What follows belongs to an exercise in optimizing a design on an open flow for small area, a short achievable clock period and few clock cycles; a production flow would make more cautious choices. Where RTL was checked, it was by simulation tests only, not by an equivalence proof against the original.

## qoi_encoder
module	qoi_encoder (
		input	wire		i_clk, i_reset,
		input	wire		s_valid,
		output	wire		s_ready,
		input	wire	[23:0]	s_data,
		input	wire		s_last, s_user,
		output	reg		o_qvalid,
		input	wire		i_qready,
		output	wire	[63:0]	o_qdata,
		output	reg	[2:0]	o_qbytes,
		output	reg		o_qlast
	);
	reg	r_ready, r_stall;
	wire	stall = r_stall;
	reg	en_a, en_b, en_d;
	assign	s_ready = r_ready;
	reg		ir_v, ir_h, ir_l;
	reg	[23:0]	ir_px;
	reg	[5:0]	ir_hx, ir_hy;
	always @(posedge i_clk)
	if (i_reset)
		ir_v <= 1'b0;
	else if (!stall)
		ir_v <= s_valid;
	always @(posedge i_clk)
	if (!stall)
	begin
		ir_px <= s_data;
		ir_h  <= s_user;
		ir_l  <= s_user && s_last;
		ir_hx <= s_data[21:16] + { s_data[20:16], 1'b0 }
			+ s_data[13:8] + { s_data[11:8], 2'b0 };
		ir_hy <= { s_data[2:0], 3'b0 } - s_data[5:0] + 6'd53;
	end
	reg		hseen, h2, vseen;
	reg	[15:0]	wcnt, hcnt;
	wire		syncd = h2 && vseen;
	always @(posedge i_clk)
	if (i_reset)
	begin
		hseen <= 1'b0;
		h2    <= 1'b0;
		vseen <= 1'b0;
		wcnt  <= 16'h0;
		hcnt  <= 16'h0;
	end else if (!stall && ir_v)
	begin
		if (!hseen)
			wcnt <= wcnt + 1'b1;
		if (ir_h)
		begin
			hseen <= 1'b1;
			if (hseen)
				h2 <= 1'b1;
			if (!vseen)
				hcnt <= hcnt + 1'b1;
			if (ir_l)
				vseen <= 1'b1;
		end
	end
	reg		a_v, a_l, a_ep;
	reg	[23:0]	a_px;
	reg	[7:0]	a_dr, a_dg, a_db;
	reg	[63:0]	a_sel;		 
	reg	[5:0]	a_idx;		 
	reg		a_same;		 
	wire	[23:0]	prevpx = (a_v && !a_l) ? a_px : 24'h0;
	wire		eq = (ir_px == prevpx);
  ...
export LEC_CHECK = 0
export ABC_CLOCK_PERIOD_IN_PS = 2500
export CAP_MARGIN = 20
export CORE_MARGIN = 2
export CORE_UTILIZATION = 40
export CTS_CLUSTER_DIAMETER = 70
export CTS_CLUSTER_SIZE = 24
export SETUP_SLACK_MARGIN = 3.0
export SLEW_MARGIN = 20
create_clock -name core_clock -period 5.5 [get_ports {i_clk}]
run.sh (not shown) runs the stock make flow with config.mk's settings and CLKGATE_MAP_FILE= SYNTH_SCRIPT=/design/flow/synth_recipe.tcl, a recipe that flattens the netlist after the stock synthesis.
The first run passed the timing, DRC and antenna checks.
Then changed:
--- a/flow/design.v
+++ b/flow/design.v
@@ -223,89 +223,86 @@
 		d_l    <= b_l;
 		d_data <= ck;
 		d_n    <= cn;
 	end
 	localparam	[1:0]	P_IDLE = 2'd0, P_FILE = 2'd1, P_TRL = 2'd2,
 				P_DRAIN = 2'd3;
 	reg	[1:0]	pst;
 	reg	[4:0]	fill;
 	reg		acc_ok;
 	reg	[7:0]	acc	[0:15];
 	wire		take = o_qvalid && i_qready;
-	wire		lastword = (pst == P_DRAIN) && (fill <= 5'd8);
-	wire		done = take && lastword;
-	wire		hdr = ((pst == P_IDLE) || done) && (a_v || b_v || d_v);
+	wire		hdr = (pst == P_IDLE) && (a_v || b_v || d_v);
 	wire		app_c = d_v && acc_ok;
-	wire	[4:0]	fc = fill + d_n;
-	wire		app_t1 = (pst == P_TRL) && ((fill <= 5'd8) || take);
-	wire		app_t2 = app_c && d_l && ((fc <= 5'd8) || take);
-	wire		app_t = app_t1 || app_t2;
-	wire	[4:0]	tpos = (pst == P_TRL) ? (fill + 5'd7) : (fc + 5'd7);
+	wire		app_t = (pst == P_TRL) && ((fill <= 5'd8) || take);
+	wire		lastword = (pst == P_DRAIN) && (fill <= 5'd8);
 	reg	[31:0]	ckr;
 	wire	[7:0]	lane	[0:3];
 	always @(*)
 	case (fill[1:0])
 	2'd0: ckr = d_data;
 	2'd1: ckr = { d_data[7:0], d_data[31:8] };
 	2'd2: ckr = { d_data[15:0], d_data[31:16] };
 	2'd3: ckr = { d_data[23:0], d_data[31:24] };
 	endcase
 	assign	lane[0] = ckr[31:24];
 	assign	lane[1] = ckr[23:16];
 	assign	lane[2] = ckr[15: 8];
 	assign	lane[3] = ckr[ 7: 0];
 	reg	[7:0]	hb	[0:15];
 	reg	[7:0]	xb	[0:23];
 	reg	[7:0]	nb	[0:15];
 	reg	[4:0]	fa, fn;
-	reg	[1:0]	pn;	 
+	reg	[1:0]	pn;
 	integer	k;
 	always @(*)
 	begin
 		hb[ 0] = 8'h71; hb[ 1] = 8'h6f; hb[ 2] = 8'h69; hb[ 3] = 8'h66;
 		hb[ 4] = 8'h00; hb[ 5] = 8'h00;
 		hb[ 6] = wcnt[15:8]; hb[ 7] = wcnt[7:0];
 		hb[ 8] = 8'h00; hb[ 9] = 8'h00;
 		hb[10] = hcnt[15:8]; hb[11] = hcnt[7:0];
 		hb[12] = 8'h03; hb[13] = 8'h01;
 		hb[14] = 8'h00; hb[15] = 8'h00;
 		for (k = 0; k < 24; k = k + 1)
 		begin
 			xb[k] = (k < 16) ? acc[k[3:0]] : 8'h0;
 			if (app_c && (k[4:0] >= fill) && (k[4:0] < fill + 5'd4))
 				xb[k] = xb[k] | lane[k[1:0]];
-			if (app_t && (k[4:0] == tpos))
+			if (app_t && (k[4:0] == fill + 5'd7))
 				xb[k] = xb[k] | 8'h01;
 		end
 		for (k = 0; k < 16; k = k + 1)
 		begin
 			if (hdr)
 				nb[k] = hb[k];
 			else if (take)
 				nb[k] = xb[k+8];
 			else
 				nb[k] = xb[k];
 		end
 		fa = fill;
 		if (app_c)
 			fa = fa + d_n;
 		if (app_t)
 			fa = fa + 5'd8;
 		pn = pst;
 		case (pst)
-		P_IDLE:  pn = P_IDLE;
-		P_FILE:  if (app_c && d_l) pn = app_t2 ? P_DRAIN : P_TRL;
-		P_TRL:   if (app_t1) pn = P_DRAIN;
-		P_DRAIN: if (done) pn = P_IDLE;
+		P_IDLE:  if (hdr) pn = P_FILE;
+		P_FILE:  if (app_c && d_l) pn = P_TRL;
+		P_TRL:   if (app_t) pn = P_DRAIN;
+		P_DRAIN: if (take && lastword) pn = P_IDLE;
 		endcase
-		if (done)
+		if (hdr)
+			fn = 5'd14;
+		else if (take && lastword)
 			fn = 5'd0;
 		else if (take)
 			fn = fa - 5'd8;
 		else
 			fn = fa;
 	end
 	always @(posedge i_clk)
 	for (k = 0; k < 16; k = k + 1)
 		acc[k] <= nb[k];
 	wire	nx_stall = (stall ? d_v : b_v)
 				&& !((pn == P_FILE) && (fn <= 5'd12));
@@ -328,25 +325,23 @@
 		o_qlast  <= 1'b0;
 		o_qbytes <= 3'd0;
 		r_ready  <= 1'b1;
 		r_stall  <= 1'b0;
 		en_a     <= 1'b0;
 		en_b     <= 1'b0;
 		en_d     <= 1'b0;
 	end else begin
 		en_a     <= !nx_stall && nx_in_a;
 		en_b     <= !nx_stall && nx_mv_a;
 		en_d     <= !nx_stall && nx_b_v;
-		pst      <= hdr ? P_FILE : pn;
-		fill     <= hdr ? 5'd14 : fn;
+		pst      <= pn;
+		fill     <= fn;
 		acc_ok   <= (pn == P_FILE) && (fn <= 5'd12);
-		o_qvalid <= hdr || (fn >= 5'd8)
-				|| ((pn == P_DRAIN) && (fn != 5'd0));
-		o_qlast  <= !hdr && (pn == P_DRAIN) && (fn <= 5'd8);
-		o_qbytes <= (!hdr && (pn == P_DRAIN) && (fn <= 5'd8))
-				? fn[2:0] : 3'd0;
+		o_qvalid <= (fn >= 5'd8) || ((pn == P_DRAIN) && (fn != 5'd0));
+		o_qlast  <= (pn == P_DRAIN) && (fn <= 5'd8);
+		o_qbytes <= ((pn == P_DRAIN) && (fn <= 5'd8)) ? fn[2:0] : 3'd0;
 		r_ready  <= !nx_stall;
 		r_stall  <= nx_stall;
 	end
 	assign	o_qdata = { acc[0], acc[1], acc[2], acc[3],
 				acc[4], acc[5], acc[6], acc[7] };
 endmodule
Wire length goes down by a few percent.
Register-to-register slack gets better by 0.43 ns.
Sequential share of layout area grows by 0.84 points.
Cell count came out lower slightly.
Worst setup slack improves by 0.43 ns.
Via count goes down slightly.
Non-clock buffer count shrinks by 60.
Critical path depth went down by 3.
Die area barely changes.
Design area is lower slightly.
Count of clock-buffer cells in the layout is lower by 1.
Worst hold slack loses 0.0062 ns.
Flip-flop and latch count stays the same.
Testbench counts after the change, summed over its fixed seeds: cycles 35,502.
For the first run of this note, only the layout was checked, not whether the RTL still works.

-- what the ideal ports hide --
Ports are ideal in the flow. The routed layouts listed here were re-timed in OpenROAD. Step 1 assumes that a clkbuf_16 drives the clock port and a buf_2 every other input. Step 2, shift: input delay + t, output delay - t, t = (earliest + latest rising clock arrival at the registers) / 2. This alone moves slack from input paths to output paths. Slacks: no drivers / after step 1 / after step 2; pairs: no drivers / after step 1.
run	t, ns	setup slack, ns	worst hold slack (ns)
the first run	0.834	2.490 / 2.490 / 1.970	0.449 / 0.449 / 0.449
the second run	0.835	2.919 / 2.919 / 2.232	0.443 / 0.443 / 0.443
After both steps every run listed still meets setup and hold. For the second run, which loses most, drivers alone change the setup slack by 0.000 ns; drivers and shift together by -0.687 ns.
